What follows belongs to an exercise in optimizing a design on an open flow for small area, a short achievable clock period and few clock cycles per item; a production flow would make more cautious choices. Function was checked by simulation only, so behaviour that the tests miss may differ from the original. Power figures rest on the tool's default switching activity, not on a simulated workload.

`design/flow/flow/run.sh`:
```
#!/bin/bash
# The standard layout (standard.sh, unchanged synthesis), with the port buffers that
# buffer_ports inserts made plain buf_2 cells instead of its default delay-cell choice.
set -euo pipefail
echo 'export BUFFER_PORTS_ARGS = -buffer_cell sky130_fd_sc_hd__buf_2' >> config.mk
bash standard.sh > standard.log 2>&1
```
`design/flow/config.mk`:
```
export PLATFORM = sky130hd
export DESIGN_NAME = MUL_radix_4
export DESIGN_NICKNAME = MUL_radix_4
export VERILOG_FILES = /design/flow/design.v
export SDC_FILE = /design/flow/constraint.sdc
export NUM_CORES = 4
export LEC_CHECK = 0
export CAP_MARGIN = 20
export CORE_MARGIN = 2
export CORE_UTILIZATION = 55
export SETUP_SLACK_MARGIN = 4.3
export SLEW_MARGIN = 20
export SYNTH_HIERARCHICAL = 1
export TNS_END_PERCENT = 10
export BUFFER_PORTS_ARGS = -buffer_cell sky130_fd_sc_hd__buf_2
```
`design/flow/constraint.sdc`:
```
create_clock -name core_clock -period 8.0 [get_ports {clock}]
set_input_delay 1.6000 -clock core_clock [delete_from_list [all_inputs] [get_ports {clock}]]
set_output_delay 1.6000 -clock core_clock [all_outputs]
set_load 0.01 [all_outputs]
```
`design/flow/design.v`:
```
module MUL_radix_4 (
  input clock, reset,
  input flush,
  output in_ready,
  input in_valid,
  input [1:0] in_sign,
  input [31:0] in_a, in_b,
  input out_ready,
  output out_valid,
  output [63:0] out_prod
);
  reg v0, v1, v2;
  reg full;               
  wire en2 = ~v2 | out_ready;
  wire en1 = ~v1 | en2;
  wire en0 = ~v0 | en1;
  assign in_ready = ~full | out_ready;
  assign out_valid = v2;
  wire kill = reset | flush;
  wire v0n = ~kill & (en0 ? in_valid : v0);
  wire v1n = ~kill & (en1 ? v0 : v1);
  wire v2n = ~kill & (en2 ? v1 : v2);
  always @(posedge clock) begin
    v0 <= v0n;
    v1 <= v1n;
    v2 <= v2n;
    full <= v0n & v1n & v2n;
  end
  wire sa_in = in_sign[1] & in_a[31];
  wire sb_in = in_sign[0] & in_b[31];
  wire [34:0] ae_in = {{3{sa_in}}, in_a};
  wire [34:0] ae2_in = {ae_in[33:0], 1'b0};
  wire [34:0] a3_in;
  wire [34:0] tg0 = ae_in & ae2_in, tp0 = ae_in ^ ae2_in;
  wire tG1 = tg0[1] | (tp0[1] & tg0[0]); wire tP1 = tp0[1] & tp0[0];
  wire tG2 = tg0[3] | (tp0[3] & tg0[2]); wire tP2 = tp0[3] & tp0[2];
  wire tG3 = tg0[5] | (tp0[5] & tg0[4]); wire tP3 = tp0[5] & tp0[4];
  wire tG4 = tg0[7] | (tp0[7] & tg0[6]); wire tP4 = tp0[7] & tp0[6];
  wire tG5 = tg0[9] | (tp0[9] & tg0[8]); wire tP5 = tp0[9] & tp0[8];
  wire tG6 = tg0[11] | (tp0[11] & tg0[10]); wire tP6 = tp0[11] & tp0[10];
  wire tG7 = tg0[13] | (tp0[13] & tg0[12]); wire tP7 = tp0[13] & tp0[12];
  wire tG8 = tg0[15] | (tp0[15] & tg0[14]); wire tP8 = tp0[15] & tp0[14];
  wire tG9 = tg0[17] | (tp0[17] & tg0[16]); wire tP9 = tp0[17] & tp0[16];
  wire tG10 = tg0[19] | (tp0[19] & tg0[18]); wire tP10 = tp0[19] & tp0[18];
  wire tG11 = tg0[21] | (tp0[21] & tg0[20]); wire tP11 = tp0[21] & tp0[20];
  wire tG12 = tg0[23] | (tp0[23] & tg0[22]); wire tP12 = tp0[23] & tp0[22];
  wire tG13 = tg0[25] | (tp0[25] & tg0[24]); wire tP13 = tp0[25] & tp0[24];
  wire tG14 = tg0[27] | (tp0[27] & tg0[26]); wire tP14 = tp0[27] & tp0[26];
  wire tG15 = tg0[29] | (tp0[29] & tg0[28]); wire tP15 = tp0[29] & tp0[28];
  wire tG16 = tg0[31] | (tp0[31] & tg0[30]); wire tP16 = tp0[31] & tp0[30];
  wire tG17 = tg0[33] | (tp0[33] & tg0[32]); wire tP17 = tp0[33] & tp0[32];
  wire tG18 = tg0[2] | (tp0[2] & tG1); wire tP18 = tp0[2] & tP1;
  wire tG19 = tG2 | (tP2 & tG1); wire tP19 = tP2 & tP1;
  wire tG20 = tg0[6] | (tp0[6] & tG3); wire tP20 = tp0[6] & tP3;
  wire tG21 = tG4 | (tP4 & tG3); wire tP21 = tP4 & tP3;
  wire tG22 = tg0[10] | (tp0[10] & tG5); wire tP22 = tp0[10] & tP5;
  wire tG23 = tG6 | (tP6 & tG5); wire tP23 = tP6 & tP5;
  wire tG24 = tg0[14] | (tp0[14] & tG7); wire tP24 = tp0[14] & tP7;
  wire tG25 = tG8 | (tP8 & tG7); wire tP25 = tP8 & tP7;
  wire tG26 = tg0[18] | (tp0[18] & tG9); wire tP26 = tp0[18] & tP9;
  wire tG27 = tG10 | (tP10 & tG9); wire tP27 = tP10 & tP9;
  wire tG28 = tg0[22] | (tp0[22] & tG11); wire tP28 = tp0[22] & tP11;
  wire tG29 = tG12 | (tP12 & tG11); wire tP29 = tP12 & tP11;
  wire tG30 = tg0[26] | (tp0[26] & tG13); wire tP30 = tp0[26] & tP13;
  wire tG31 = tG14 | (tP14 & tG13); wire tP31 = tP14 & tP13;
  wire tG32 = tg0[30] | (tp0[30] & tG15); wire tP32 = tp0[30] & tP15;
  wire tG33 = tG16 | (tP16 & tG15); wire tP33 = tP16 & tP15;
  wire tG34 = tg0[34] | (tp0[34] & tG17); wire tP34 = tp0[34] & tP17;
  wire tG35 = tg0[4] | (tp0[4] & tG19); wire tP35 = tp0[4] & tP19;
  wire tG36 = tG3 | (tP3 & tG19); wire tP36 = tP3 & tP19;
  wire tG37 = tG20 | (tP20 & tG19); wire tP37 = tP20 & tP19;
  wire tG38 = tG21 | (tP21 & tG19); wire tP38 = tP21 & tP19;
  wire tG39 = tg0[12] | (tp0[12] & tG23); wire tP39 = tp0[12] & tP23;
  wire tG40 = tG7 | (tP7 & tG23); wire tP40 = tP7 & tP23;
  wire tG41 = tG24 | (tP24 & tG23); wire tP41 = tP24 & tP23;
  wire tG42 = tG25 | (tP25 & tG23); wire tP42 = tP25 & tP23;
  wire tG43 = tg0[20] | (tp0[20] & tG27); wire tP43 = tp0[20] & tP27;
  wire tG44 = tG11 | (tP11 & tG27); wire tP44 = tP11 & tP27;
  wire tG45 = tG28 | (tP28 & tG27); wire tP45 = tP28 & tP27;
  wire tG46 = tG29 | (tP29 & tG27); wire tP46 = tP29 & tP27;
  wire tG47 = tg0[28] | (tp0[28] & tG31); wire tP47 = tp0[28] & tP31;
  wire tG48 = tG15 | (tP15 & tG31); wire tP48 = tP15 & tP31;
  wire tG49 = tG32 | (tP32 & tG31); wire tP49 = tP32 & tP31;
  wire tG50 = tG33 | (tP33 & tG31); wire tP50 = tP33 & tP31;
  wire tG51 = tg0[8] | (tp0[8] & tG38); wire tP51 = tp0[8] & tP38;
  wire tG52 = tG5 | (tP5 & tG38); wire tP52 = tP5 & tP38;
  wire tG53 = tG22 | (tP22 & tG38); wire tP53 = tP22 & tP38;
  wire tG54 = tG23 | (tP23 & tG38); wire tP54 = tP23 & tP38;
  wire tG55 = tG39 | (tP39 & tG38); wire tP55 = tP39 & tP38;
  wire tG56 = tG40 | (tP40 & tG38); wire tP56 = tP40 & tP38;
  wire tG57 = tG41 | (tP41 & tG38); wire tP57 = tP41 & tP38;
  wire tG58 = tG42 | (tP42 & tG38); wire tP58 = tP42 & tP38;
  wire tG59 = tg0[24] | (tp0[24] & tG46); wire tP59 = tp0[24] & tP46;
  wire tG60 = tG13 | (tP13 & tG46); wire tP60 = tP13 & tP46;
  wire tG61 = tG30 | (tP30 & tG46); wire tP61 = tP30 & tP46;
  wire tG62 = tG31 | (tP31 & tG46); wire tP62 = tP31 & tP46;
  wire tG63 = tG47 | (tP47 & tG46); wire tP63 = tP47 & tP46;
  wire tG64 = tG48 | (tP48 & tG46); wire tP64 = tP48 & tP46;
  wire tG65 = tG49 | (tP49 & tG46); wire tP65 = tP49 & tP46;
  wire tG66 = tG50 | (tP50 & tG46); wire tP66 = tP50 & tP46;
  wire tG67 = tg0[16] | (tp0[16] & tG58); wire tP67 = tp0[16] & tP58;
  wire tG68 = tG9 | (tP9 & tG58); wire tP68 = tP9 & tP58;
  wire tG69 = tG26 | (tP26 & tG58); wire tP69 = tP26 & tP58;
  wire tG70 = tG27 | (tP27 & tG58); wire tP70 = tP27 & tP58;
  wire tG71 = tG43 | (tP43 & tG58); wire tP71 = tP43 & tP58;
  wire tG72 = tG44 | (tP44 & tG58); wire tP72 = tP44 & tP58;
  wire tG73 = tG45 | (tP45 & tG58); wire tP73 = tP45 & tP58;
  wire tG74 = tG46 | (tP46 & tG58); wire tP74 = tP46 & tP58;
  wire tG75 = tG59 | (tP59 & tG58); wire tP75 = tP59 & tP58;
  wire tG76 = tG60 | (tP60 & tG58); wire tP76 = tP60 & tP58;
  wire tG77 = tG61 | (tP61 & tG58); wire tP77 = tP61 & tP58;
  wire tG78 = tG62 | (tP62 & tG58); wire tP78 = tP62 & tP58;
  wire tG79 = tG63 | (tP63 & tG58); wire tP79 = tP63 & tP58;
  wire tG80 = tG64 | (tP64 & tG58); wire tP80 = tP64 & tP58;
  wire tG81 = tG65 | (tP65 & tG58); wire tP81 = tP65 & tP58;
  wire tG82 = tG66 | (tP66 & tG58); wire tP82 = tP66 & tP58;
  wire tG83 = tg0[32] | (tp0[32] & tG82); wire tP83 = tp0[32] & tP82;
  wire tG84 = tG17 | (tP17 & tG82); wire tP84 = tP17 & tP82;
  wire tG85 = tG34 | (tP34 & tG82); wire tP85 = tP34 & tP82;
  assign a3_in = {tp0[34] ^ tG84, tp0[33] ^ tG83, tp0[32] ^ tG82, tp0[31] ^ tG81, tp0[30] ^ tG80, tp0[29] ^ tG79, tp0[28] ^ tG78, tp0[27] ^ tG77, tp0[26] ^ tG76, tp0[25] ^ tG75, tp0[24] ^ tG74, tp0[23] ^ tG73, tp0[22] ^ tG72, tp0[21] ^ tG71, tp0[20] ^ tG70, tp0[19] ^ tG69, tp0[18] ^ tG68, tp0[17] ^ tG67, tp0[16] ^ tG58, tp0[15] ^ tG57, tp0[14] ^ tG56, tp0[13] ^ tG55, tp0[12] ^ tG54, tp0[11] ^ tG53, tp0[10] ^ tG52, tp0[9] ^ tG51, tp0[8] ^ tG38, tp0[7] ^ tG37, tp0[6] ^ tG36, tp0[5] ^ tG35, tp0[4] ^ tG19, tp0[3] ^ tG18, tp0[2] ^ tG1, tp0[1] ^ tg0[0], tp0[0]};
  wire [35:0] bx_in = {{3{sb_in}}, in_b, 1'b0};    
  reg [32:0] a;           
  reg [34:0] a3;          
  reg [10:0] neg, sel1, sel2, sel3, sel4;
  wire [10:0] neg_in, sel1_in, sel2_in, sel3_in, sel4_in;
  genvar j;
  generate for (j = 0; j < 11; j = j + 1) begin : g_rec
    wire x3 = bx_in[3*j+3], x2 = bx_in[3*j+2], x1 = bx_in[3*j+1], x0 = bx_in[3*j];
    wire y2 = x2 ^ x3, y1 = x1 ^ x3, y0 = x0 ^ x3;
    assign neg_in[j] = x3;
    assign sel1_in[j] = ~y2 & (y1 ^ y0);
    assign sel2_in[j] = (~y2 & y1 & y0) | (y2 & ~y1 & ~y0);
    assign sel3_in[j] = y2 & (y1 ^ y0);
    assign sel4_in[j] = y2 & y1 & y0;
  end endgenerate
  always @(posedge clock) begin
    if (en0) begin
      a <= ae_in[32:0];
      a3 <= a3_in;
      neg <= neg_in;
      sel1 <= sel1_in;
      sel2 <= sel2_in;
      sel3 <= sel3_in;
      sel4 <= sel4_in;
    end
  end
  wire [34:0] m1 = {{2{a[32]}}, a};
  wire [34:0] m2 = {a[32], a, 1'b0};
  wire [34:0] m4 = {a, 2'b0};
  wire [34:0] pp [0:10];
  generate for (j = 0; j < 11; j = j + 1) begin : g_pp
    assign pp[j] = (({35{sel1[j]}} & m1) | ({35{sel2[j]}} & m2) |
                    ({35{sel3[j]}} & a3) | ({35{sel4[j]}} & m4)) ^ {35{neg[j]}};
  end endgenerate
  wire s1, k2;
  wire s3, k4;
  wire s5, k6;
  wire s7, k8;
  wire s9, k10;
  wire s11, k12;
  wire s13, k14;
  wire s15, k16;
  wire s17, k18;
  wire s19, k20;
  wire s21, k22;
  wire s23, k24;
  wire s25, k26;
  wire s27, k28;
  wire s29, k30;
  wire s31, k32;
  wire s33, k34;
  wire s35, k36;
  wire s37, k38;
  wire s39, k40;
  wire s41, k42;
  wire s43, k44;
  wire s45, k46;
  wire s47, k48;
  wire s49, k50;
  wire s51, k52;
  wire s53, k54;
  wire s55, k56;
  wire s57, k58;
  wire s59, k60;
  wire s61, k62;
  wire s63, k64;
  wire s65, k66;
  wire s67, k68;
  wire s69, k70;
  wire s71, k72;
  wire s73, k74;
  wire s75, k76;
  wire s77, k78;
  wire s79, k80;
  wire s81, k82;
  wire s83, k84;
  wire s85, k86;
  wire s87, k88;
  wire s89, k90;
  wire s91, k92;
  wire s93, k94;
  wire s95, k96;
  wire s97, k98;
  wire s99, k100;
  wire s101, k102;
  wire s103, k104;
  wire s105, k106;
  wire s107, k108;
  wire s109, k110;
  wire s111, k112;
  wire s113, k114;
  wire s115, k116;
  wire s117, k118;
  wire s119, k120;
  wire s121, k122;
  wire s123, k124;
  wire s125, k126;
  wire s127, k128;
  wire s129, k130;
  wire s131, k132;
  wire s133, k134;
  wire s135, k136;
  wire s137, k138;
  wire s139, k140;
  wire s141, k142;
  wire s143, k144;
  wire s145, k146;
  wire s147, k148;
  wire s149, k150;
  wire s151, k152;
  wire s153, k154;
  wire s155, k156;
  wire s157, k158;
  wire s159, k160;
  wire s161, k162;
  wire s163, k164;
  wire s165, k166;
  wire s167, k168;
  wire s169, k170;
  wire s171, k172;
  wire s173, k174;
  wire s175, k176;
  wire s177, k178;
  wire s179, k180;
  wire s181, k182;
  wire s183, k184;
  wire s185, k186;
  wire s187, k188;
  wire s189, k190;
  wire s191, k192;
  wire s193, k194;
  wire s195, k196;
  wire s197, k198;
  wire s199, k200;
  wire s201, k202;
  wire s203, k204;
  wire s205, k206;
  wire s207, k208;
  wire s209, k210;
  wire s211, k212;
  wire s213, k214;
  wire s215, k216;
  wire s217, k218;
  wire s219, k220;
  wire s221, k222;
  wire s223, k224;
  wire s225, k226;
  wire s227, k228;
  wire s229, k230;
  wire s231, k232;
  wire s233, k234;
  wire s235, k236;
  wire s237, k238;
  wire s239, k240;
  wire s241, k242;
  wire s243, k244;
  wire s245, k246;
  wire s247, k248;
  wire s249, k250;
  wire s251, k252;
  wire s253, k254;
  wire s255, k256;
  wire s257, k258;
  wire s259, k260;
  wire s261, k262;
  wire s263, k264;
  wire s265, k266;
  wire s267, k268;
  wire s269, k270;
  wire s271, k272;
  wire s273, k274;
  wire s275, k276;
  wire s277, k278;
  wire s279, k280;
  wire s281, k282;
  wire s283, k284;
  wire s285, k286;
  wire s287, k288;
  wire s289, k290;
  wire s291, k292;
  wire s293, k294;
  wire s295, k296;
  wire s297, k298;
  wire s299, k300;
  wire s301, k302;
  wire s303, k304;
  wire s305, k306;
  wire s307, k308;
  wire s309, k310;
  wire s311, k312;
  wire s313, k314;
  wire s315, k316;
  wire s317, k318;
  wire s319, k320;
  wire s321, k322;
  wire s323, k324;
  wire s325, k326;
  wire s327, k328;
  wire s329, k330;
  wire s331, k332;
  wire s333, k334;
  wire s335, k336;
  wire s337, k338;
  wire s339, k340;
  wire s341, k342;
  wire s343, k344;
  wire s345, k346;
  wire s347, k348;
  wire s349, k350;
  wire s351, k352;
  wire s353, k354;
  wire s355, k356;
  wire s357, k358;
  wire s359, k360;
  wire s361, k362;
  wire s363, k364;
  wire s365, k366;
  wire s367, k368;
  wire s369, k370;
  wire s371, k372;
  wire s373, k374;
  wire s375, k376;
  wire s377, k378;
  wire s379, k380;
  wire s381, k382;
  wire s383, k384;
  wire s385, k386;
  wire s387, k388;
  wire s389, k390;
  wire s391, k392;
  wire s393, k394;
  wire s395, k396;
  wire s397, k398;
  wire s399, k400;
  wire s401, k402;
  wire s403, k404;
  wire s405, k406;
  wire s407, k408;
  wire s409, k410;
  wire s411, k412;
  wire s413, k414;
  wire s415, k416;
  wire s417, k418;
  wire s419, k420;
  wire s421, k422;
  wire s423, k424;
  wire s425, k426;
  wire s427, k428;
  wire s429, k430;
  wire s431, k432;
  wire s433, k434;
  wire s435, k436;
  wire s437, k438;
  wire s439, k440;
  wire s441, k442;
  wire s443, k444;
  wire s445, k446;
  wire s447, k448;
  wire s449, k450;
  wire s451, k452;
  wire s453, k454;
  wire s455, k456;
  wire s457, k458;
  wire s459, k460;
  wire s461, k462;
  wire s463, k464;
  wire s465, k466;
  wire s467, k468;
  wire s469, k470;
  wire s471, k472;
  wire s473, k474;
  wire s475, k476;
  wire s477, k478;
  wire s479, k480;
  wire s481, k482;
  wire s483, k484;
  wire s485, k486;
  wire s487, k488;
  wire s489, k490;
  wire s491, k492;
  wire s493, k494;
  wire s495, k496;
  wire s497, k498;
  wire s499, k500;
  wire s501, k502;
  wire s503, k504;
  wire s505, k506;
  wire s507, k508;
  wire s509, k510;
  wire s511, k512;
  wire s513, k514;
  wire s515, k516;
  wire s517, k518;
  wire s519, k520;
  wire s521, k522;
  wire s523, k524;
  wire s525, k526;
  wire s527, k528;
  wire s529, k530;
  wire s531, k532;
  wire s533, k534;
  wire s535, k536;
  wire s537, k538;
  wire s539, k540;
  wire s541, k542;
  wire s543, k544;
  wire s545, k546;
  wire s547, k548;
  wire s549, k550;
  wire s551, k552;
  wire s553, k554;
  wire s555, k556;
  wire s557, k558;
  wire s559, k560;
  wire s561, k562;
  wire s563, k564;
  wire s565, k566;
  wire s567, k568;
  wire s569, k570;
  wire s571, k572;
  wire s573, k574;
  wire s575, k576;
  wire s577, k578;
  wire s579, k580;
  wire s581, k582;
  wire s583, k584;
  wire s585, k586;
  wire s587, k588;
  wire s589, k590;
  wire s591, k592;
  wire s593, k594;
  wire s595, k596;
  wire s597, k598;
  wire s599, k600;
  wire s601, k602;
  wire s603, k604;
  wire s605, k606;
  wire s607, k608;
  wire s609, k610;
  wire s611, k612;
  wire s613, k614;
  mul_ha us1 (neg[1], pp[0][3], s1, k2);
  mul_ha us3 (pp[0][4], pp[1][1], s3, k4);
  mul_ha us5 (pp[0][5], pp[1][2], s5, k6);
  mul_fa us7 (neg[2], pp[0][6], pp[1][3], s7, k8);
  mul_ha us9 (pp[2][0], k6, s9, k10);
  mul_fa us11 (pp[0][7], pp[1][4], pp[2][1], s11, k12);
  mul_ha us13 (k8, s11, s13, k14);
  mul_fa us15 (pp[0][8], pp[1][5], pp[2][2], s15, k16);
  mul_ha us17 (k12, s15, s17, k18);
  mul_fa us19 (neg[3], pp[0][9], pp[1][6], s19, k20);
  mul_fa us21 (pp[2][3], pp[3][0], k16, s21, k22);
  mul_ha us23 (s19, k18, s23, k24);
  mul_fa us25 (pp[0][10], pp[1][7], pp[2][4], s25, k26);
  mul_fa us27 (pp[3][1], k20, s25, s27, k28);
  mul_ha us29 (k22, s27, s29, k30);
  mul_fa us31 (pp[0][11], pp[1][8], pp[2][5], s31, k32);
  mul_fa us33 (pp[3][2], k26, s31, s33, k34);
  mul_ha us35 (k28, s33, s35, k36);
  mul_fa us37 (neg[4], pp[0][12], pp[1][9], s37, k38);
  mul_fa us39 (pp[2][6], pp[3][3], pp[4][0], s39, k40);
  mul_fa us41 (k32, s37, s39, s41, k42);
  mul_ha us43 (k34, s41, s43, k44);
  mul_fa us45 (pp[0][13], pp[1][10], pp[2][7], s45, k46);
  mul_fa us47 (pp[3][4], pp[4][1], k38, s47, k48);
  mul_fa us49 (k40, s45, k42, s49, k50);
  mul_ha us51 (s47, k44, s51, k52);
  mul_fa us53 (pp[0][14], pp[1][11], pp[2][8], s53, k54);
  mul_fa us55 (pp[3][5], pp[4][2], k46, s55, k56);
  mul_fa us57 (s53, k48, s55, s57, k58);
  mul_ha us59 (k50, s57, s59, k60);
  mul_fa us61 (neg[5], pp[0][15], pp[1][12], s61, k62);
  mul_fa us63 (pp[2][9], pp[3][6], pp[4][3], s63, k64);
  mul_fa us65 (pp[5][0], k54, s61, s65, k66);
  mul_fa us67 (s63, k56, s65, s67, k68);
  mul_ha us69 (k58, s67, s69, k70);
  mul_fa us71 (pp[0][16], pp[1][13], pp[2][10], s71, k72);
  mul_fa us73 (pp[3][7], pp[4][4], pp[5][1], s73, k74);
  mul_fa us75 (k62, k64, s71, s75, k76);
  mul_fa us77 (s73, k66, s75, s77, k78);
  mul_ha us79 (k68, s77, s79, k80);
  mul_fa us81 (pp[0][17], pp[1][14], pp[2][11], s81, k82);
  mul_fa us83 (pp[3][8], pp[4][5], pp[5][2], s83, k84);
  mul_fa us85 (k72, k74, s81, s85, k86);
  mul_fa us87 (s83, k76, s85, s87, k88);
  mul_ha us89 (k78, s87, s89, k90);
  mul_fa us91 (neg[6], pp[0][18], pp[1][15], s91, k92);
  mul_fa us93 (pp[2][12], pp[3][9], pp[4][6], s93, k94);
  mul_fa us95 (pp[5][3], pp[6][0], k82, s95, k96);
  mul_fa us97 (k84, s91, s93, s97, k98);
  mul_fa us99 (k86, s95, s97, s99, k100);
  mul_ha us101 (k88, s99, s101, k102);
  mul_fa us103 (pp[0][19], pp[1][16], pp[2][13], s103, k104);
  mul_fa us105 (pp[3][10], pp[4][7], pp[5][4], s105, k106);
  mul_fa us107 (pp[6][1], k92, k94, s107, k108);
  mul_fa us109 (s103, s105, k96, s109, k110);
  mul_fa us111 (k98, s107, s109, s111, k112);
  mul_ha us113 (k100, k102, s113, k114);
  mul_fa us115 (pp[0][20], pp[1][17], pp[2][14], s115, k116);
  mul_fa us117 (pp[3][11], pp[4][8], pp[5][5], s117, k118);
  mul_fa us119 (pp[6][2], k104, k106, s119, k120);
  mul_fa us121 (s115, s117, k108, s121, k122);
  mul_fa us123 (s119, k110, s121, s123, k124);
  mul_ha us125 (k112, s123, s125, k126);
  mul_fa us127 (neg[7], pp[0][21], pp[1][18], s127, k128);
  mul_fa us129 (pp[2][15], pp[3][12], pp[4][9], s129, k130);
  mul_fa us131 (pp[5][6], pp[6][3], pp[7][0], s131, k132);
  mul_fa us133 (k116, k118, s127, s133, k134);
  mul_fa us135 (s129, s131, k120, s135, k136);
  mul_fa us137 (s133, k122, s135, s137, k138);
  mul_ha us139 (k124, s137, s139, k140);
  mul_fa us141 (pp[0][22], pp[1][19], pp[2][16], s141, k142);
  mul_fa us143 (pp[3][13], pp[4][10], pp[5][7], s143, k144);
  mul_fa us145 (pp[6][4], pp[7][1], k128, s145, k146);
  mul_fa us147 (k130, k132, s141, s147, k148);
  mul_fa us149 (s143, k134, s145, s149, k150);
  mul_fa us151 (s147, k136, s149, s151, k152);
  mul_fa us153 (pp[0][23], pp[1][20], pp[2][17], s153, k154);
  mul_fa us155 (pp[3][14], pp[4][11], pp[5][8], s155, k156);
  mul_fa us157 (pp[6][5], pp[7][2], k142, s157, k158);
  mul_fa us159 (k144, s153, s155, s159, k160);
  mul_fa us161 (k146, k148, s157, s161, k162);
  mul_ha us163 (s159, k150, s163, k164);
  mul_fa us165 (neg[8], pp[0][24], pp[1][21], s165, k166);
  mul_fa us167 (pp[2][18], pp[3][15], pp[4][12], s167, k168);
  mul_fa us169 (pp[5][9], pp[6][6], pp[7][3], s169, k170);
  mul_fa us171 (pp[8][0], k154, k156, s171, k172);
  mul_fa us173 (s165, s167, s169, s173, k174);
  mul_fa us175 (k158, k160, s171, s175, k176);
  mul_ha us177 (s173, k162, s177, k178);
  mul_fa us179 (pp[0][25], pp[1][22], pp[2][19], s179, k180);
  mul_fa us181 (pp[3][16], pp[4][13], pp[5][10], s181, k182);
  mul_fa us183 (pp[6][7], pp[7][4], pp[8][1], s183, k184);
  mul_fa us185 (k166, k168, k170, s185, k186);
  mul_fa us187 (s179, s181, s183, s187, k188);
  mul_fa us189 (k172, k174, s185, s189, k190);
  mul_ha us191 (s187, k176, s191, k192);
  mul_fa us193 (pp[0][26], pp[1][23], pp[2][20], s193, k194);
  mul_fa us195 (pp[3][17], pp[4][14], pp[5][11], s195, k196);
  mul_fa us197 (pp[6][8], pp[7][5], pp[8][2], s197, k198);
  mul_fa us199 (k180, k182, k184, s199, k200);
  mul_fa us201 (s193, s195, s197, s201, k202);
  mul_fa us203 (k186, k188, s199, s203, k204);
  mul_ha us205 (s201, k190, s205, k206);
  mul_fa us207 (neg[9], pp[0][27], pp[1][24], s207, k208);
  mul_fa us209 (pp[2][21], pp[3][18], pp[4][15], s209, k210);
  mul_fa us211 (pp[5][12], pp[6][9], pp[7][6], s211, k212);
  mul_fa us213 (pp[8][3], pp[9][0], k194, s213, k214);
  mul_fa us215 (k196, k198, s207, s215, k216);
  mul_fa us217 (s209, s211, k200, s217, k218);
  mul_fa us219 (k202, s213, s215, s219, k220);
  mul_ha us221 (k204, s217, s221, k222);
  mul_fa us223 (pp[0][28], pp[1][25], pp[2][22], s223, k224);
  mul_fa us225 (pp[3][19], pp[4][16], pp[5][13], s225, k226);
  mul_fa us227 (pp[6][10], pp[7][7], pp[8][4], s227, k228);
  mul_fa us229 (pp[9][1], k208, k210, s229, k230);
  mul_fa us231 (k212, s223, s225, s231, k232);
  mul_fa us233 (s227, k214, k216, s233, k234);
  mul_fa us235 (s229, s231, k218, s235, k236);
  mul_ha us237 (k220, s233, s237, k238);
  mul_fa us239 (pp[0][29], pp[1][26], pp[2][23], s239, k240);
  mul_fa us241 (pp[3][20], pp[4][17], pp[5][14], s241, k242);
  mul_fa us243 (pp[6][11], pp[7][8], pp[8][5], s243, k244);
  mul_fa us245 (pp[9][2], k224, k226, s245, k246);
  mul_fa us247 (k228, s239, s241, s247, k248);
  mul_fa us249 (s243, k230, k232, s249, k250);
  mul_fa us251 (s245, s247, k234, s251, k252);
  mul_ha us253 (s249, k236, s253, k254);
  mul_fa us255 (neg[10], pp[0][30], pp[1][27], s255, k256);
  mul_fa us257 (pp[2][24], pp[3][21], pp[4][18], s257, k258);
  mul_fa us259 (pp[5][15], pp[6][12], pp[7][9], s259, k260);
  mul_fa us261 (pp[8][6], pp[9][3], pp[10][0], s261, k262);
  mul_fa us263 (k240, k242, k244, s263, k264);
  mul_fa us265 (s255, s257, s259, s265, k266);
  mul_fa us267 (s261, k246, k248, s267, k268);
  mul_fa us269 (s263, s265, k250, s269, k270);
  mul_ha us271 (s267, k252, s271, k272);
  mul_fa us273 (pp[0][31], pp[1][28], pp[2][25], s273, k274);
  mul_fa us275 (pp[3][22], pp[4][19], pp[5][16], s275, k276);
  mul_fa us277 (pp[6][13], pp[7][10], pp[8][7], s277, k278);
  mul_fa us279 (pp[9][4], pp[10][1], k256, s279, k280);
  mul_fa us281 (k258, k260, k262, s281, k282);
  mul_fa us283 (s273, s275, s277, s283, k284);
  mul_fa us285 (k264, k266, s279, s285, k286);
  mul_fa us287 (s281, s283, k268, s287, k288);
  mul_ha us289 (s285, k270, s289, k290);
  mul_fa us291 (pp[0][32], pp[1][29], pp[2][26], s291, k292);
  mul_fa us293 (pp[3][23], pp[4][20], pp[5][17], s293, k294);
  mul_fa us295 (pp[6][14], pp[7][11], pp[8][8], s295, k296);
  mul_fa us297 (pp[9][5], pp[10][2], k274, s297, k298);
  mul_fa us299 (k276, k278, s291, s299, k300);
  mul_fa us301 (s293, s295, k280, s301, k302);
  mul_fa us303 (k282, k284, s297, s303, k304);
  mul_fa us305 (s299, k286, s301, s305, k306);
  mul_ha us307 (s303, k288, s307, k308);
  mul_fa us309 (pp[0][33], pp[1][30], pp[2][27], s309, k310);
  mul_fa us311 (pp[3][24], pp[4][21], pp[5][18], s311, k312);
  mul_fa us313 (pp[6][15], pp[7][12], pp[8][9], s313, k314);
  mul_fa us315 (pp[9][6], pp[10][3], k292, s315, k316);
  mul_fa us317 (k294, k296, s309, s317, k318);
  mul_fa us319 (s311, s313, k298, s319, k320);
  mul_fa us321 (k300, s315, s317, s321, k322);
  mul_fa us323 (k302, k304, s319, s323, k324);
  mul_ha us325 (s321, k306, s325, k326);
  mul_fa us327 (pp[1][31], pp[2][28], pp[3][25], s327, k328);
  mul_fa us329 (pp[4][22], pp[5][19], pp[6][16], s329, k330);
  mul_fa us331 (pp[7][13], pp[8][10], pp[9][7], s331, k332);
  mul_fa us333 (pp[10][4], pp[0][34], k310, s333, k334);
  mul_fa us335 (k312, k314, s327, s335, k336);
  mul_fa us337 (s329, s331, k316, s337, k338);
  mul_fa us339 (k318, s333, s335, s339, k340);
  mul_fa us341 (k320, s337, k322, s341, k342);
  mul_ha us343 (s339, k324, s343, k344);
  mul_fa us345 (pp[2][29], pp[3][26], pp[4][23], s345, k346);
  mul_fa us347 (pp[5][20], pp[6][17], pp[7][14], s347, k348);
  mul_fa us349 (pp[8][11], pp[9][8], pp[10][5], s349, k350);
  mul_fa us351 (~pp[0][34], ~pp[1][32], k328, s351, k352);
  mul_fa us353 (k330, k332, s345, s353, k354);
  mul_fa us355 (s347, s349, k334, s355, k356);
  mul_fa us357 (k336, s351, s353, s357, k358);
  mul_fa us359 (k338, s355, k340, s359, k360);
  mul_ha us361 (s357, k342, s361, k362);
  mul_fa us363 (pp[2][30], pp[3][27], pp[4][24], s363, k364);
  mul_fa us365 (pp[5][21], pp[6][18], pp[7][15], s365, k366);
  mul_fa us367 (pp[8][12], pp[9][9], pp[10][6], s367, k368);
  mul_fa us369 (pp[1][32], ~pp[1][33], k346, s369, k370);
  mul_fa us371 (k348, k350, s363, s371, k372);
  mul_fa us373 (s365, s367, k352, s373, k374);
  mul_fa us375 (k354, s369, s371, s375, k376);
  mul_fa us377 (k356, s373, k358, s377, k378);
  mul_ha us379 (s375, k360, s379, k380);
  mul_fa us381 (~pp[1][34], pp[2][31], pp[3][28], s381, k382);
  mul_fa us383 (pp[4][25], pp[5][22], pp[6][19], s383, k384);
  mul_fa us385 (pp[7][16], pp[8][13], pp[9][10], s385, k386);
  mul_fa us387 (pp[10][7], pp[1][33], k364, s387, k388);
  mul_fa us389 (k366, k368, s381, s389, k390);
  mul_fa us391 (s383, s385, k370, s391, k392);
  mul_fa us393 (k372, s387, s389, s393, k394);
  mul_fa us395 (k374, s391, k376, s395, k396);
  mul_ha us397 (s393, k378, s397, k398);
  mul_fa us399 (pp[3][29], pp[4][26], pp[5][23], s399, k400);
  mul_fa us401 (pp[6][20], pp[7][17], pp[8][14], s401, k402);
  mul_fa us403 (pp[9][11], pp[10][8], ~pp[2][32], s403, k404);
  mul_fa us405 (k382, k384, k386, s405, k406);
  mul_fa us407 (s399, s401, s403, s407, k408);
  mul_fa us409 (k388, k390, s405, s409, k410);
  mul_fa us411 (s407, k392, k394, s411, k412);
  mul_ha us413 (s409, k396, s413, k414);
  mul_fa us415 (pp[3][30], pp[4][27], pp[5][24], s415, k416);
  mul_fa us417 (pp[6][21], pp[7][18], pp[8][15], s417, k418);
  mul_fa us419 (pp[9][12], pp[10][9], pp[2][32], s419, k420);
  mul_fa us421 (~pp[2][33], k400, k402, s421, k422);
  mul_fa us423 (k404, s415, s417, s423, k424);
  mul_fa us425 (s419, k406, k408, s425, k426);
  mul_fa us427 (s421, s423, k410, s427, k428);
  mul_ha us429 (s425, k412, s429, k430);
  mul_fa us431 (~pp[2][34], pp[3][31], pp[4][28], s431, k432);
  mul_fa us433 (pp[5][25], pp[6][22], pp[7][19], s433, k434);
  mul_fa us435 (pp[8][16], pp[9][13], pp[10][10], s435, k436);
  mul_fa us437 (pp[2][33], k416, k418, s437, k438);
  mul_fa us439 (k420, s431, s433, s439, k440);
  mul_fa us441 (s435, k422, k424, s441, k442);
  mul_fa us443 (s437, s439, k426, s443, k444);
  mul_ha us445 (s441, k428, s445, k446);
  mul_fa us447 (pp[4][29], pp[5][26], pp[6][23], s447, k448);
  mul_fa us449 (pp[7][20], pp[8][17], pp[9][14], s449, k450);
  mul_fa us451 (pp[10][11], ~pp[3][32], k432, s451, k452);
  mul_fa us453 (k434, k436, s447, s453, k454);
  mul_fa us455 (s449, k438, k440, s455, k456);
  mul_fa us457 (s451, s453, k442, s457, k458);
  mul_ha us459 (s455, k444, s459, k460);
  mul_fa us461 (pp[4][30], pp[5][27], pp[6][24], s461, k462);
  mul_fa us463 (pp[7][21], pp[8][18], pp[9][15], s463, k464);
  mul_fa us465 (pp[10][12], pp[3][32], ~pp[3][33], s465, k466);
  mul_fa us467 (k448, k450, s461, s467, k468);
  mul_fa us469 (s463, s465, k452, s469, k470);
  mul_fa us471 (k454, s467, k456, s471, k472);
  mul_ha us473 (s469, k458, s473, k474);
  mul_fa us475 (~pp[3][34], pp[4][31], pp[5][28], s475, k476);
  mul_fa us477 (pp[6][25], pp[7][22], pp[8][19], s477, k478);
  mul_fa us479 (pp[9][16], pp[10][13], pp[3][33], s479, k480);
  mul_fa us481 (k462, k464, k466, s481, k482);
  mul_fa us483 (s475, s477, s479, s483, k484);
  mul_fa us485 (k468, s481, s483, s485, k486);
  mul_ha us487 (k470, s485, s487, k488);
  mul_fa us489 (pp[5][29], pp[6][26], pp[7][23], s489, k490);
  mul_fa us491 (pp[8][20], pp[9][17], pp[10][14], s491, k492);
  mul_fa us493 (~pp[4][32], k476, k478, s493, k494);
  mul_fa us495 (k480, s489, s491, s495, k496);
  mul_fa us497 (k482, k484, s493, s497, k498);
  mul_fa us499 (s495, k486, s497, s499, k500);
  mul_fa us501 (pp[5][30], pp[6][27], pp[7][24], s501, k502);
  mul_fa us503 (pp[8][21], pp[9][18], pp[10][15], s503, k504);
  mul_fa us505 (pp[4][32], ~pp[4][33], k490, s505, k506);
  mul_fa us507 (k492, s501, s503, s507, k508);
  mul_fa us509 (k494, k496, s505, s509, k510);
  mul_fa us511 (s507, k498, s509, s511, k512);
  mul_fa us513 (~pp[4][34], pp[5][31], pp[6][28], s513, k514);
  mul_fa us515 (pp[7][25], pp[8][22], pp[9][19], s515, k516);
  mul_fa us517 (pp[10][16], pp[4][33], k502, s517, k518);
  mul_fa us519 (k504, s513, s515, s519, k520);
  mul_fa us521 (k506, k508, s517, s521, k522);
  mul_fa us523 (s519, k510, s521, s523, k524);
  mul_fa us525 (pp[6][29], pp[7][26], pp[8][23], s525, k526);
  mul_fa us527 (pp[9][20], pp[10][17], ~pp[5][32], s527, k528);
  mul_fa us529 (k514, k516, s525, s529, k530);
  mul_fa us531 (s527, k518, k520, s531, k532);
  mul_fa us533 (s529, k522, s531, s533, k534);
  mul_fa us535 (pp[6][30], pp[7][27], pp[8][24], s535, k536);
  mul_fa us537 (pp[9][21], pp[10][18], pp[5][32], s537, k538);
  mul_fa us539 (~pp[5][33], k526, k528, s539, k540);
  mul_fa us541 (s535, s537, k530, s541, k542);
  mul_fa us543 (s539, k532, s541, s543, k544);
  mul_fa us545 (~pp[5][34], pp[6][31], pp[7][28], s545, k546);
  mul_fa us547 (pp[8][25], pp[9][22], pp[10][19], s547, k548);
  mul_fa us549 (pp[5][33], k536, k538, s549, k550);
  mul_fa us551 (s545, s547, k540, s551, k552);
  mul_fa us553 (s549, k542, s551, s553, k554);
  mul_fa us555 (pp[7][29], pp[8][26], pp[9][23], s555, k556);
  mul_fa us557 (pp[10][20], ~pp[6][32], k546, s557, k558);
  mul_fa us559 (k548, s555, k550, s559, k560);
  mul_fa us561 (s557, k552, s559, s561, k562);
  mul_fa us563 (pp[7][30], pp[8][27], pp[9][24], s563, k564);
  mul_fa us565 (pp[10][21], pp[6][32], ~pp[6][33], s565, k566);
  mul_fa us567 (k556, s563, s565, s567, k568);
  mul_fa us569 (k558, s567, k560, s569, k570);
  mul_fa us571 (~pp[6][34], pp[7][31], pp[8][28], s571, k572);
  mul_fa us573 (pp[9][25], pp[10][22], pp[6][33], s573, k574);
  mul_fa us575 (k564, k566, s571, s575, k576);
  mul_fa us577 (s573, k568, s575, s577, k578);
  mul_fa us579 (pp[8][29], pp[9][26], pp[10][23], s579, k580);
  mul_fa us581 (~pp[7][32], k572, k574, s581, k582);
  mul_fa us583 (s579, k576, s581, s583, k584);
  mul_fa us585 (pp[8][30], pp[9][27], pp[10][24], s585, k586);
  mul_fa us587 (pp[7][32], ~pp[7][33], k580, s587, k588);
  mul_fa us589 (s585, k582, s587, s589, k590);
  mul_fa us591 (~pp[7][34], pp[8][31], pp[9][28], s591, k592);
  mul_fa us593 (pp[10][25], pp[7][33], k586, s593, k594);
  mul_fa us595 (s591, k588, s593, s595, k596);
  mul_fa us597 (pp[9][29], pp[10][26], ~pp[8][32], s597, k598);
  mul_fa us599 (k592, s597, k594, s599, k600);
  mul_fa us601 (pp[9][30], pp[10][27], pp[8][32], s601, k602);
  mul_fa us603 (~pp[8][33], k598, s601, s603, k604);
  mul_fa us605 (~pp[8][34], pp[9][31], pp[10][28], s605, k606);
  mul_fa us607 (pp[8][33], k602, s605, s607, k608);
  mul_fa us609 (pp[10][29], ~pp[9][32], k606, s609, k610);
  mul_fa us611 (pp[10][30], pp[9][32], ~pp[9][33], s611, k612);
  mul_fa us613 (~pp[9][34], pp[10][31], pp[9][33], s613, k614);
  reg [63:0] c0, c1, c2;
  always @(posedge clock) begin
    if (en1) begin
      c0[0] <= pp[0][0];
      c1[0] <= neg[0];
      c0[1] <= pp[0][1];
      c0[2] <= pp[0][2];
      c0[3] <= pp[1][0];
      c1[3] <= s1;
      c0[4] <= k2;
      c1[4] <= s3;
      c0[5] <= k4;
      c1[5] <= s5;
      c0[6] <= s7;
      c1[6] <= s9;
      c0[7] <= k10;
      c1[7] <= s13;
      c0[8] <= k14;
      c1[8] <= s17;
      c0[9] <= s21;
      c1[9] <= s23;
      c0[10] <= k24;
      c1[10] <= s29;
      c0[11] <= k30;
      c1[11] <= s35;
      c0[12] <= k36;
      c1[12] <= s43;
      c0[13] <= s49;
      c1[13] <= s51;
      c0[14] <= k52;
      c1[14] <= s59;
      c0[15] <= k60;
      c1[15] <= s69;
      c0[16] <= k70;
      c1[16] <= s79;
      c0[17] <= k80;
      c1[17] <= s89;
      c0[18] <= k90;
      c1[18] <= s101;
      c0[19] <= s111;
      c1[19] <= s113;
      c0[20] <= k114;
      c1[20] <= s125;
      c0[21] <= k126;
      c1[21] <= s139;
      c0[22] <= k138;
      c1[22] <= k140;
      c2[22] <= s151;
      c0[23] <= s161;
      c1[23] <= k152;
      c2[23] <= s163;
      c0[24] <= s175;
      c1[24] <= k164;
      c2[24] <= s177;
      c0[25] <= s189;
      c1[25] <= k178;
      c2[25] <= s191;
      c0[26] <= s203;
      c1[26] <= k192;
      c2[26] <= s205;
      c0[27] <= s219;
      c1[27] <= k206;
      c2[27] <= s221;
      c0[28] <= k222;
      c1[28] <= s235;
      c2[28] <= s237;
      c0[29] <= k238;
      c1[29] <= s251;
      c2[29] <= s253;
      c0[30] <= s269;
      c1[30] <= k254;
      c2[30] <= s271;
      c0[31] <= s287;
      c1[31] <= k272;
      c2[31] <= s289;
      c0[32] <= s305;
      c1[32] <= k290;
      c2[32] <= s307;
      c0[33] <= s323;
      c1[33] <= k308;
      c2[33] <= s325;
      c0[34] <= s341;
      c1[34] <= k326;
      c2[34] <= s343;
      c0[35] <= s359;
      c1[35] <= k344;
      c2[35] <= s361;
      c0[36] <= s377;
      c1[36] <= k362;
      c2[36] <= s379;
      c0[37] <= s395;
      c1[37] <= k380;
      c2[37] <= s397;
      c0[38] <= s411;
      c1[38] <= k398;
      c2[38] <= s413;
      c0[39] <= s427;
      c1[39] <= k414;
      c2[39] <= s429;
      c0[40] <= s443;
      c1[40] <= k430;
      c2[40] <= s445;
      c0[41] <= s457;
      c1[41] <= k446;
      c2[41] <= s459;
      c0[42] <= s471;
      c1[42] <= k460;
      c2[42] <= s473;
      c0[43] <= k472;
      c1[43] <= k474;
      c2[43] <= s487;
      c0[44] <= k488;
      c1[44] <= s499;
      c0[45] <= k500;
      c1[45] <= s511;
      c0[46] <= k512;
      c1[46] <= s523;
      c0[47] <= k524;
      c1[47] <= s533;
      c0[48] <= k534;
      c1[48] <= s543;
      c0[49] <= k544;
      c1[49] <= s553;
      c0[50] <= k554;
      c1[50] <= s561;
      c0[51] <= k562;
      c1[51] <= s569;
      c0[52] <= k570;
      c1[52] <= s577;
      c0[53] <= k578;
      c1[53] <= s583;
      c0[54] <= k584;
      c1[54] <= s589;
      c0[55] <= k590;
      c1[55] <= s595;
      c0[56] <= k596;
      c1[56] <= s599;
      c0[57] <= k600;
      c1[57] <= s603;
      c0[58] <= k604;
      c1[58] <= s607;
      c0[59] <= k608;
      c1[59] <= s609;
      c0[60] <= k610;
      c1[60] <= s611;
      c0[61] <= k612;
      c1[61] <= s613;
      c0[62] <= k614;
      c1[62] <= ~pp[10][32];
      c0[63] <= pp[10][32];
      c1[63] <= ~pp[10][33];
    end
  end
  wire [63:0] r0 = {c0[63], c0[62], c0[61], c0[60], c0[59], c0[58], c0[57], c0[56], c0[55], c0[54], c0[53], c0[52], c0[51], c0[50], c0[49], c0[48], c0[47], c0[46], c0[45], c0[44], c0[43], c0[42], c0[41], c0[40], c0[39], c0[38], c0[37], c0[36], c0[35], c0[34], c0[33], c0[32], c0[31], c0[30], c0[29], c0[28], c0[27], c0[26], c0[25], c0[24], c0[23], c0[22], c0[21], c0[20], c0[19], c0[18], c0[17], c0[16], c0[15], c0[14], c0[13], c0[12], c0[11], c0[10], c0[9], c0[8], c0[7], c0[6], c0[5], c0[4], c0[3], c0[2], c0[1], c0[0]};
  wire [63:0] r1 = {c1[63], c1[62], c1[61], c1[60], c1[59], c1[58], c1[57], c1[56], c1[55], c1[54], c1[53], c1[52], c1[51], c1[50], c1[49], c1[48], c1[47], c1[46], c1[45], c1[44], c1[43], c1[42], c1[41], c1[40], c1[39], c1[38], c1[37], c1[36], c1[35], c1[34], c1[33], c1[32], c1[31], c1[30], c1[29], c1[28], c1[27], c1[26], c1[25], c1[24], c1[23], c1[22], c1[21], c1[20], c1[19], c1[18], c1[17], c1[16], c1[15], c1[14], c1[13], c1[12], c1[11], c1[10], c1[9], c1[8], c1[7], c1[6], c1[5], c1[4], c1[3], 1'b0, 1'b0, c1[0]};
  wire [63:0] r2 = {1'b0, 1'b0, 1'b0, 1'b0, 1'b0, 1'b0, 1'b0, 1'b0, 1'b0, 1'b0, 1'b0, 1'b0, 1'b0, 1'b0, 1'b0, 1'b0, 1'b0, 1'b0, 1'b0, 1'b0, c2[43], c2[42], c2[41], c2[40], c2[39], c2[38], c2[37], c2[36], c2[35], c2[34], c2[33], c2[32], c2[31], c2[30], c2[29], c2[28], c2[27], c2[26], c2[25], c2[24], c2[23], c2[22], 1'b0, 1'b0, 1'b0, 1'b0, 1'b0, 1'b0, 1'b0, 1'b0, 1'b0, 1'b0, 1'b0, 1'b0, 1'b0, 1'b0, 1'b0, 1'b0, 1'b0, 1'b0, 1'b0, 1'b0, 1'b0, 1'b0};
  wire s615, k616;
  wire s617, k618;
  wire s619, k620;
  wire s621, k622;
  wire s623, k624;
  wire s625, k626;
  wire s627, k628;
  wire s629, k630;
  wire s631, k632;
  wire s633, k634;
  wire s635, k636;
  wire s637, k638;
  wire s639, k640;
  wire s641, k642;
  wire s643, k644;
  wire s645, k646;
  wire s647, k648;
  wire s649, k650;
  wire s651, k652;
  wire s653, k654;
  wire s655, k656;
  wire s657, k658;
  wire s659, k660;
  wire s661, k662;
  wire s663, k664;
  wire s665, k666;
  wire s667, k668;
  wire s669, k670;
  wire s671, k672;
  wire s673, k674;
  wire s675, k676;
  wire s677, k678;
  wire s679, k680;
  wire s681, k682;
  wire s683, k684;
  wire s685, k686;
  wire s687, k688;
  wire s689, k690;
  wire s691, k692;
  wire s693, k694;
  wire s695, k696;
  wire s697, k698;
  mul_ha us615 (c0[22], c1[22], s615, k616);
  mul_fa us617 (c0[23], c1[23], c2[23], s617, k618);
  mul_fa us619 (c0[24], c1[24], c2[24], s619, k620);
  mul_fa us621 (c0[25], c1[25], c2[25], s621, k622);
  mul_fa us623 (c0[26], c1[26], c2[26], s623, k624);
  mul_fa us625 (c0[27], c1[27], c2[27], s625, k626);
  mul_fa us627 (c0[28], c1[28], c2[28], s627, k628);
  mul_fa us629 (c0[29], c1[29], c2[29], s629, k630);
  mul_fa us631 (c0[30], c1[30], c2[30], s631, k632);
  mul_fa us633 (c0[31], c1[31], c2[31], s633, k634);
  mul_fa us635 (c0[32], c1[32], c2[32], s635, k636);
  mul_fa us637 (c0[33], c1[33], c2[33], s637, k638);
  mul_fa us639 (c0[34], c1[34], c2[34], s639, k640);
  mul_fa us641 (c0[35], c1[35], c2[35], s641, k642);
  mul_fa us643 (c0[36], c1[36], c2[36], s643, k644);
  mul_fa us645 (c0[37], c1[37], c2[37], s645, k646);
  mul_fa us647 (c0[38], c1[38], c2[38], s647, k648);
  mul_fa us649 (c0[39], c1[39], c2[39], s649, k650);
  mul_fa us651 (c0[40], c1[40], c2[40], s651, k652);
  mul_fa us653 (c0[41], c1[41], c2[41], s653, k654);
  mul_fa us655 (c0[42], c1[42], c2[42], s655, k656);
  mul_fa us657 (c0[43], c1[43], c2[43], s657, k658);
  mul_ha us659 (c0[44], c1[44], s659, k660);
  mul_ha us661 (c0[45], c1[45], s661, k662);
  mul_ha us663 (c0[46], c1[46], s663, k664);
  mul_ha us665 (c0[47], c1[47], s665, k666);
  mul_ha us667 (c0[48], c1[48], s667, k668);
  mul_ha us669 (c0[49], c1[49], s669, k670);
  mul_ha us671 (c0[50], c1[50], s671, k672);
  mul_ha us673 (c0[51], c1[51], s673, k674);
  mul_ha us675 (c0[52], c1[52], s675, k676);
  mul_ha us677 (c0[53], c1[53], s677, k678);
  mul_ha us679 (c0[54], c1[54], s679, k680);
  mul_ha us681 (c0[55], c1[55], s681, k682);
  mul_ha us683 (c0[56], c1[56], s683, k684);
  mul_ha us685 (c0[57], c1[57], s685, k686);
  mul_ha us687 (c0[58], c1[58], s687, k688);
  mul_ha us689 (c0[59], c1[59], s689, k690);
  mul_ha us691 (c0[60], c1[60], s691, k692);
  mul_ha us693 (c0[61], c1[61], s693, k694);
  mul_ha us695 (c0[62], c1[62], s695, k696);
  mul_ha us697 (c0[63], c1[63], s697, k698);
  wire [63:0] ra = {k696, k694, k692, k690, k688, k686, k684, k682, k680, k678, k676, k674, k672, k670, k668, k666, k664, k662, k660, k658, k656, k654, k652, k650, k648, k646, k644, k642, k640, k638, k636, k634, k632, k630, k628, k626, k624, k622, k620, k618, k616, c2[22], c0[21], c0[20], c0[19], c0[18], c0[17], c0[16], c0[15], c0[14], c0[13], c0[12], c0[11], c0[10], c0[9], c0[8], c0[7], c0[6], c0[5], c0[4], c0[3], c0[2], c0[1], c0[0]};
  wire [63:0] rb = {s697, s695, s693, s691, s689, s687, s685, s683, s681, s679, s677, s675, s673, s671, s669, s667, s665, s663, s661, s659, s657, s655, s653, s651, s649, s647, s645, s643, s641, s639, s637, s635, s633, s631, s629, s627, s625, s623, s621, s619, s617, s615, c1[21], c1[20], c1[19], c1[18], c1[17], c1[16], c1[15], c1[14], c1[13], c1[12], c1[11], c1[10], c1[9], c1[8], c1[7], c1[6], c1[5], c1[4], c1[3], 1'b0, 1'b0, c1[0]};
  wire [63:0] sum = ra + rb;
  reg [63:0] prod;
  always @(posedge clock) begin
    if (en2) prod <= sum;
  end
  assign out_prod = prod;
endmodule
module mul_fa (input x, y, z, output s, c);
  assign s = x ^ y ^ z;
  assign c = (x & y) | (x & z) | (y & z);
endmodule
module mul_ha (input x, y, output s, c);
  assign s = x ^ y;
  assign c = x & y;
endmodule
```
`design/flow/standard.sh`:
```
#!/bin/bash
# synth_recipe.tcl (not shown) runs the flow's synth.tcl, then flattens the netlist and writes it again
# the make line also repeats each setting of config.mk as NAME=value (left out here)
make -C /OpenROAD-flow-scripts/flow DESIGN_CONFIG=/design/flow/config.mk WORK_HOME=/design/flow/orfs CLKGATE_MAP_FILE= SYNTH_SCRIPT=/design/flow/synth_recipe.tcl "${@:-finish}"
```
==> results by group, run 1 <==
Status
  • Run status: no timing/DRC/antenna violations

Worst setup path
  • CP arrival: 4140 ps
  • Setup Crit Path Kind: reg2reg
  • Setup crit start kind: flip-flop
  • Crit end category: flip-flop
  • WP data required: 8310 ps
  • R2r startpoint: sel3[0]$_DFFE_PN_
  • Worst Path Max Fanout: 18
  • R2R depth: 9
  • Critical path origin: sel3[0]$_DFFE_PN_

Layout
  • Util after Layout: 62.9%
  • Final net count: 3522
  • Layout fillers: 4823
  • Share of cells above drive strength 1: 19.8%
  • Register Area: 10100 um2
  • Multi-input logic area: 22700 um2
  • Most common cell after layout, fill and taps aside: xnor2_1
  • Area grow syn2layout: 12.8%
  • Most frequent cells in the layout: 413 x xnor2_1, 333 x edfxtp_1, 332 x a22o_1

Synthesis
  • Primary FF master, synth: edfxtp_1
  • Post-synthesis cell area: 33600 um2
  • Synth Register Bits: 337
  • EDFF count, synth: 333
  • Mean post-synth cell area: 11.0 um2
  • Async set-reset flop share out of synthesis: 0%
  • Netlist cell types: 68
  • Seq/Total Area, Yosys: 30.0%
  • Syn Nets: 3562
  • YS warnings: 7
  • Synth Instances: 3044

Floorplan
  • Row count: 90
  • Die Y: 251 um
  • DIE AREA: 63100 um2
  • Core Footprint: 60400 um2
  • Initial core utilization: 55.7%
  • Die Wd: 251 um
  • Top-level port count: 137

GRT
  • Most used routing layer in global routing: met1
  • Met1 GRT Util: 51.7%
  • Largest net degree at the start of global routing: 68
  • Grt ovf: 0
  • Met3 track demand over resource: 17.8%
  • Total track usage: 37.8%
  • Number of global-route vias before repair: 27500
  • First-pass GRT wire length: 180000 um
  • Met2 usage: 51.5%
  • Initial antenna violation count: 0

Route
  • Final wirelength: 122000 um
  • Vias per cell: 7.41
  • Routed len/inst: 32.1 um
  • DR iter-0 viols: 3841
  • Detailed Routing Iterations Pass 1: 8
  • Vias: 28200
  • Drt drc: 0
  • Remaining antenna violation count: 0

Clock network
  • CTS Sinks: 337
  • Total CTS buffers: 39
  • Clock transition at path regs: 50 ps
  • Clock latency (worst-skew pair): 570 ps
  • Root buf cell: clkbuf_16
  • Bufs on Longest Clock Path: 3
  • CTS HTree Levels: 2
  • TritonCTS clock tree: yes

Power and ir drop
  • Peak VDD IR: 214 uV
  • Pwr/cell area: 454 nW/um2
  • Leakage: 0.0142 uW

Worst hold path
  • HP Start: v1$_DFF_P_
  • Worst hold path class: reg2reg
  • Hold path cells: 2

Timing
  • Fin crit period: 3830 ps
  • Final setup violation count: 0
  • Relative slew slack: 41.1%
  • Final hold violations: 0
  • Final period util: 47.9%
  • Max Freq: 261 MHz
  • RSZ-0062 raised after global routing: true
  • Final Skew: 21.9 ps
  • Worst slew pin tran: 883 ps
  • Setup TNS: 0 ps
  • Slew Limit Fails: 0

Placed design
  • Final HPWL from detailed placement: 72200 um
  • IO Port Bufs: 136
  • Routability cong.: 0.921

Flow run
  • Max cap viols: 0
-- flip-flops by register name (all words and copies together), names as in the netlist, 22 cells and up --
signal / count
a: 31
c2: 22
prod: 64
c0: 64
c1: 62
a3: 35
-- layout make-up --
cell class                 instances  share of cell area, %
inverter                          49                  0.495
sequential                       337                   26.6
clock buffer                      43                   2.61
timing repair buffer             348                   7.54
antenna                            4                 0.0264
tap                              782                   2.58
multi-input combinational       2229                   59.8
clock inverter                    21                  0.412
-- cells in the mapped netlist (3+ instances only) --
master | count | area (um2)
a22oi_1 | 31 | 233
inv_1 | 48 | 180
and3_1 | 6 | 37.5
xor2_1 | 73 | 639
buf_2 | 9 | 45.0
or4b_2 | 9 | 90.1
nand4_1 | 33 | 206
nand3b_1 | 11 | 82.6
nand2b_1 | 18 | 113
ha_1 | 155 | 1940
a211oi_1 | 4 | 30.0
dfxtp_1 | 4 | 80.1
o211ai_1 | 4 | 30.0
a21o_1 | 42 | 315
xnor2_1 | 417 | 3650
o41ai_1 | 10 | 87.6
clkbuf_1 | 401 | 1510
nor3_1 | 9 | 45.0
a222oi_1 | 11 | 110
a22o_1 | 332 | 2910
nand3_1 | 21 | 105
buf_1 | 17 | 63.8
o21ai_1 | 14 | 70.1
nor2b_1 | 26 | 163
a31oi_1 | 12 | 75.1
nand4b_1 | 11 | 96.3
nand2_1 | 82 | 308
o21bai_1 | 17 | 128
or4_1 | 3 | 22.5
nor2_1 | 42 | 158
o21a_1 | 6 | 45.0
and4_1 | 8 | 70.1
a21oi_1 | 86 | 430
edfxtp_1 | 333 | 10000
a221oi_1 | 334 | 2930
o21ai_0 | 59 | 295
fa_1 | 292 | 5850
and2_1 | 10 | 62.6
-- layer usage --
metal | part of all wire, % | wire, um
met1 | 39 | 47600
met2 | 40 | 48400
met3 | 16 | 19700
met4 | 5.4 | 6600
met5 | 0.097 | 119
-- cells by family (layout without fill, tap and decap cells) --
kind of cell	Yosys count	in the layout	share of synthesized area, %
DFF	337	337	30.0
other	0	4	0
and+or+nand+nor	297	297	4.82
xor gates and xnor gates	490	490	12.8
AOI/OAI and AO/OA	995	995	23.9
adders and majority gates	447	447	23.1
buffers and inverters	478	461	5.41
-- final timing paths --
kind	to	slack [ps]
setup / recovery	c2[31]$_DFFE_PN_	4170
hold / removal	v2$_DFF_P_	510
setup reg to reg	c2[31]$_DFFE_PN_	4170
hold reg to reg	v2$_DFF_P_	510
-- critical path: stages, from the launching register on --
cell and delay, ps:
edfxtp_1 440, buf_12 200, a22o_1 230, a221oi_1 280
xnor2_1 200, fa_2 510, fa_2 440, fa_1 460
fa_1 480, ha_1 320
-- repair_timing --
item,4_1_cts,5_1_grt
hold buffers,0,0
pin swaps,46,49
setup endpoints to repair,74,145
cloned,4,2
setup buffers,98,13
hold endpoints to repair,0,0
gates resized for setup,177,124
-- modules after synthesis, one instance, submodules excluded --
module / cell area (um2) / times used / flops+latches / cells
MUL_radix_4: 27100 / 1 / 337 / 2695
mul_fa: 20.0 / 288 / 0 / 1
mul_ha: 12.5 / 61 / 0 / 1
-- report_power, final --
group,internal (uW),switching (uW),total [uW]
logic,5030,6930,12000
clock network,949,707,1660
registers,3360,230,3590
total,9350,7860,17200
-- stage by stage --
stage	power [uW]	instance area, um2	worst slack, ps	std cells	hold slack (ps)
after global routing	18300	37900	4130	3809	544
final	17200	37900	4170	3813	513
after detailed placement	14400	34400	3070	3628	496
after global placement	14200	34400	3080	3628	485
after CTS	16400	37200	4240	3794	505
after floorplan	10800	33600	3530	3044	424
Testbench counts, summed over its fixed seeds: cycles 536, items 512.
==> run 2, diff against run 1 <==
--- a/design/flow/config.mk
+++ b/design/flow/config.mk
@@ -7,7 +7,7 @@
 export LEC_CHECK = 0
 export CAP_MARGIN = 20
 export CORE_MARGIN = 2
-export CORE_UTILIZATION = 55
+export CORE_UTILIZATION = 35
 export SETUP_SLACK_MARGIN = 4.3
 export SLEW_MARGIN = 20
 export SYNTH_HIERARCHICAL = 1
==> results by group, run 2 <==
Worst setup path
  • WP buf/inv: 2 (was 1)
  • CP max stage delay: 600 ps (was 510 ps)
  • Slowest cell on the critical path: fa_1 (was fa_2)
  • R2r startpoint: sel4[3]$_DFFE_PN_ (was sel3[0]$_DFFE_PN_)
  • Critical path origin: sel4[3]$_DFFE_PN_ (was sel3[0]$_DFFE_PN_)
  • Most frequent CP cell: fa_1
  • Delay-heaviest family, CP: adder cells (unchanged)
  • Worst Path Max Fanout: 11 (was 18)
  • CP arrival: 4120 ps (was 4140 ps)
  • Setup crit start kind: flip-flop (unchanged)
  • Setup Crit Path Kind: reg2reg (unchanged)
  • Crit-path cells: buf_4 > buf_12 > a22o_1 > a221oi_1 > xnor2_1 > fa_1 > fa_1 > fa_1 > fa_1 > ha_1 (was buf_12 > a22o_1 > a221oi_1 > xnor2_1 > fa_2 > fa_2 > fa_1 > fa_1 > ha_1)
  • WP data required: 8330 ps (was 8310 ps)
  • Crit end category: flip-flop (unchanged)

Layout
  • Most frequent cells in the layout: 414 x xnor2_1, 333 x edfxtp_1, 332 x a22o_1 (was 413 x xnor2_1, 333 x edfxtp_1, 332 x a22o_1)
  • Regs by FF count: c0: 64 flops, prod: 64 flops, c1: 62 flops (unchanged)
  • Area grow syn2layout: 15.2% (was 12.8%)
  • Finished Cell Area: 38700 um2 (was 37900 um2)
  • Most common cell after layout, fill and taps aside: xnor2_1 (unchanged)
  • Util after Layout: 40.7% (was 62.9%)
  • Share of cells above drive strength 1: 20.2% (was 19.8%)
  • Final net count: 3512 (was 3522)

Status
  • Run status: no timing/DRC/antenna violations (unchanged)

Synthesis
  • Most frequent cell after synthesis: xnor2_1 (unchanged)
  • Share of the synthesized area in the top cell type: 29.7% (unchanged)
  • Mean post-synth cell area: 11.0 um2 (unchanged)
  • Yosys top cell by area: edfxtp_1 (unchanged)
  • Top cells by count, synth: 417 x xnor2_1, 401 x clkbuf_1, 334 x a221oi_1, 333 x edfxtp_1, 332 x a22o_1 (unchanged)
  • EDFF count, synth: 333 (unchanged)
  • Top post-synthesis cells by area: edfxtp_1 30%, fa_1 17%, xnor2_1 11%, a221oi_1 8.7%, a22o_1 8.6% (unchanged)
  • Primary FF master, synth: edfxtp_1 (unchanged)
  • Syn Nets: 3562 (unchanged)
  • Netlist cell types: 68 (unchanged)
  • Synth Instances: 3044 (unchanged)
  • Synth Register Bits: 337 (unchanged)
  • Async set-reset flop share out of synthesis: 0% (unchanged)
  • Seq/Total Area, Yosys: 30.0% (unchanged)
  • Post-synthesis cell area: 33600 um2 (unchanged)
  • YS warnings: 7 (unchanged)

Timing
  • Final period util: 47.4% (was 47.9%)
  • Final Skew: 22.3 ps (was 21.9 ps)
  • Relative slew slack: 37.1% (was 41.1%)
  • Fin crit period: 3790 ps (was 3830 ps)
  • RSZ-0062 raised after global routing: true (unchanged)
  • Final hold violations: 0 (unchanged)
  • Slew Limit Fails: 0 (unchanged)
  • Final setup violation count: 0 (unchanged)
  • Worst slew pin tran: 944 ps (was 883 ps)
  • Setup TNS: 0 ps (unchanged)
  • Max Freq: 264 MHz (was 261 MHz)

GRT
  • First-pass GRT wire length: 177000 um (was 180000 um)
  • Total track usage: 23.5% (was 37.8%)
  • Number of global-route vias before repair: 27300 (was 27500)
  • Grt ovf: 0 (unchanged)
  • Initial antenna violation count: 2 (was 0)
  • Largest net degree at the start of global routing: 78 (was 68)

Clock network
  • Root buf cell: clkbuf_16 (unchanged)
  • Clock transition at path regs: 60 ps (was 50 ps)
  • Clock latency (worst-skew pair): 600 ps (was 570 ps)
  • TritonCTS clock tree: yes (unchanged)
  • CTS HTree Levels: 2 (unchanged)
  • Total CTS buffers: 40 (was 39)
  • Bufs on Longest Clock Path: 3 (unchanged)
  • CTS Sinks: 337 (unchanged)
  • CTS Hold Bufs: 0 (unchanged)

Floorplan
  • Top-level port count: 137 (unchanged)
  • Core Footprint: 95200 um2 (was 60400 um2)
  • DIE AREA: 98600 um2 (was 63100 um2)
  • Row count: 113 (was 90)
  • Initial core utilization: 35.3% (was 55.7%)
  • Die Wd: 314 um (was 251 um)
  • Die Y: 314 um (was 251 um)

Route
  • Vias per cell: 6.43 (was 7.41)
  • Vias: 27600 (was 28200)
  • DR iter-0 viols: 3852 (was 3841)
  • Remaining antenna violation count: 0 (unchanged)
  • Final wirelength: 120000 um (was 122000 um)
  • Detailed Routing Iterations Pass 1: 6 (was 8)
  • Routed len/inst: 27.9 um (was 32.1 um)
  • Drt drc: 0 (unchanged)

Power and ir drop
  • Flop pwr share: 21.3% (was 20.9%)
  • Peak VDD IR: 217 uV (was 214 uV)
  • Pwr/cell area: 438 nW/um2 (was 454 nW/um2)
  • Internal Power: 9280 uW (was 9350 uW)
  • Clk pwr share: 11.1% (was 9.6%)
  • Leakage: 0.0143 uW (was 0.0142 uW)
  • Switch share: 45.3% (was 45.7%)
  • Logic pwr share: 67.7% (was 69.5%)
  • Sw power: 7700 uW (was 7860 uW)

Flow run
  • Max cap viols: 0 (unchanged)

Placed design
  • Final HPWL from detailed placement: 73400 um (was 72200 um)
  • Routability cong.: 0.879 (was 0.921)
  • IO Port Bufs: 136 (unchanged)
  • Post-DP Area: 35000 um2 (was 34400 um2)

Worst hold path
  • HP Start: v1$_DFF_P_ (unchanged)
  • Worst hold path class: reg2reg (unchanged)
## run 2: cell count changes in the layout (fill, tap and decap cells not counted), sizes merged
cell      previous run  this run
buf                341       332
bufinv               2         5
clkbuf              46        49
diode                4         1
bufbuf               4         3
clkinvlp             3         4
inv                 49        50
## run 2: worst reg2reg max path, stage by stage, from the launching register on
cell and delay, ps:
edfxtp_1 370, buf_4 190, buf_12 170, a22o_1 180, a221oi_1 290, xnor2_1 150
fa_1 600, fa_1 460, fa_1 430, fa_1 410, ha_1 290
## run 2: area by class of cell
class,count,area [um2]
sequential,337,10100
clock inverter,26,293
tap,1265,1580
clock buffer,47,1050
fill,8975,56400
timing repair buffer,337,2790
inverter,49,188
antenna,1,2.50
multi-input combinational,2229,22800
## run 2: timing repair
item                       in CTS  in global routing
resized for setup             154                165
pin swaps                      37                 48
hold endpoints to repair        0                  0
setup buffers                  94                  8
cloned                          3                  2
setup endpoints to repair      83                 72
## run 2: modules after synthesis, one instance, submodules excluded
module / cell area, um2 / flip-flops and latches
MUL_radix_4: 27100 / 337
mul_ha: 12.5 / 0
mul_fa: 20.0 / 0
## run 2: cells by family (layout without fill, tap and decap cells)
group / Yosys count / in the layout / share of synthesized area (%)
DFF: 337 / 337 / 30.0
other: 0 / 1 / 0
buffers and inverters: 478 / 459 / 5.41
adders and majority gates: 447 / 447 / 23.1
AOI/OAI and AO/OA: 995 / 995 / 23.9
xor gates and xnor gates: 490 / 490 / 12.8
and+or+nand+nor: 297 / 297 / 4.82
## run 2: power by group through the flow
| stage | clock network, uW | logic, uW | registers (uW) |
|---|---|---|---|
| detailed placement | 0 | 10400 | 3840 |
| floorplan | 0 | 7090 | 3660 |
| global placement | 0 | 10300 | 3830 |
| global route | 1990 | 12500 | 3680 |
| CTS | 1930 | 11000 | 3630 |
| finish | 1880 | 11500 | 3610 |
## run 2: final timing paths
kind | slack, ps | cells after the start | to
worst max register to register | 4210 | 10 | c2[38]$_DFFE_PN_
worst min register to register | 510 | 2 | v2$_DFF_P_
worst min-delay path | 510 | 2 | v2$_DFF_P_
worst max-delay path | 4210 | 10 | c2[38]$_DFFE_PN_
## run 2: metrics by stage
stage               total power (uW)  setup WS, ps  hold WS, ps  instances
CTS                            16500          4210          517       4280
global placement               14100          3010          492       4110
global route                   18200          4150          555       4290
detailed placement             14300          2980          506       4110
finish                         17000          4210          514       4291
floorplan                      10800          3530          424       3044
## run 2: metal layers
| metal | part of all wire [%] | vias to the layer above | track usage, % |
|---|---|---|---|
| met5 | 0.022 | - | 0 |
| li1 | - | 11500 | - |
| met1 | 40 | 13500 | 31.8 |
| met2 | 41 | 2151 | 33.5 |
| met4 | 5.2 | 4 | 10.0 |
| met3 | 14 | 497 | 8.78 |

-- what the ideal ports hide --
How much do the figures lean on ideal ports? The routed layouts below were timed once more, with nothing changed but the port constraints.
Step 1: set_driving_cell puts a clkbuf_16 on clock and a buf_2 on each other input, an assumption about the parent block.
Step 2 also shifts input and output timing later by t, the mid clock arrival at the registers, as if the neighbouring blocks saw the same clock.
Three values: ideal ports, drivers, drivers and shift; two values: the first two.
run	t, ns	setup slack, ns
run 1	0.633	4.166 / 4.166 / 3.629
run 2	0.657	4.210 / 4.210 / 3.651
After both steps every run listed still meets setup and hold.
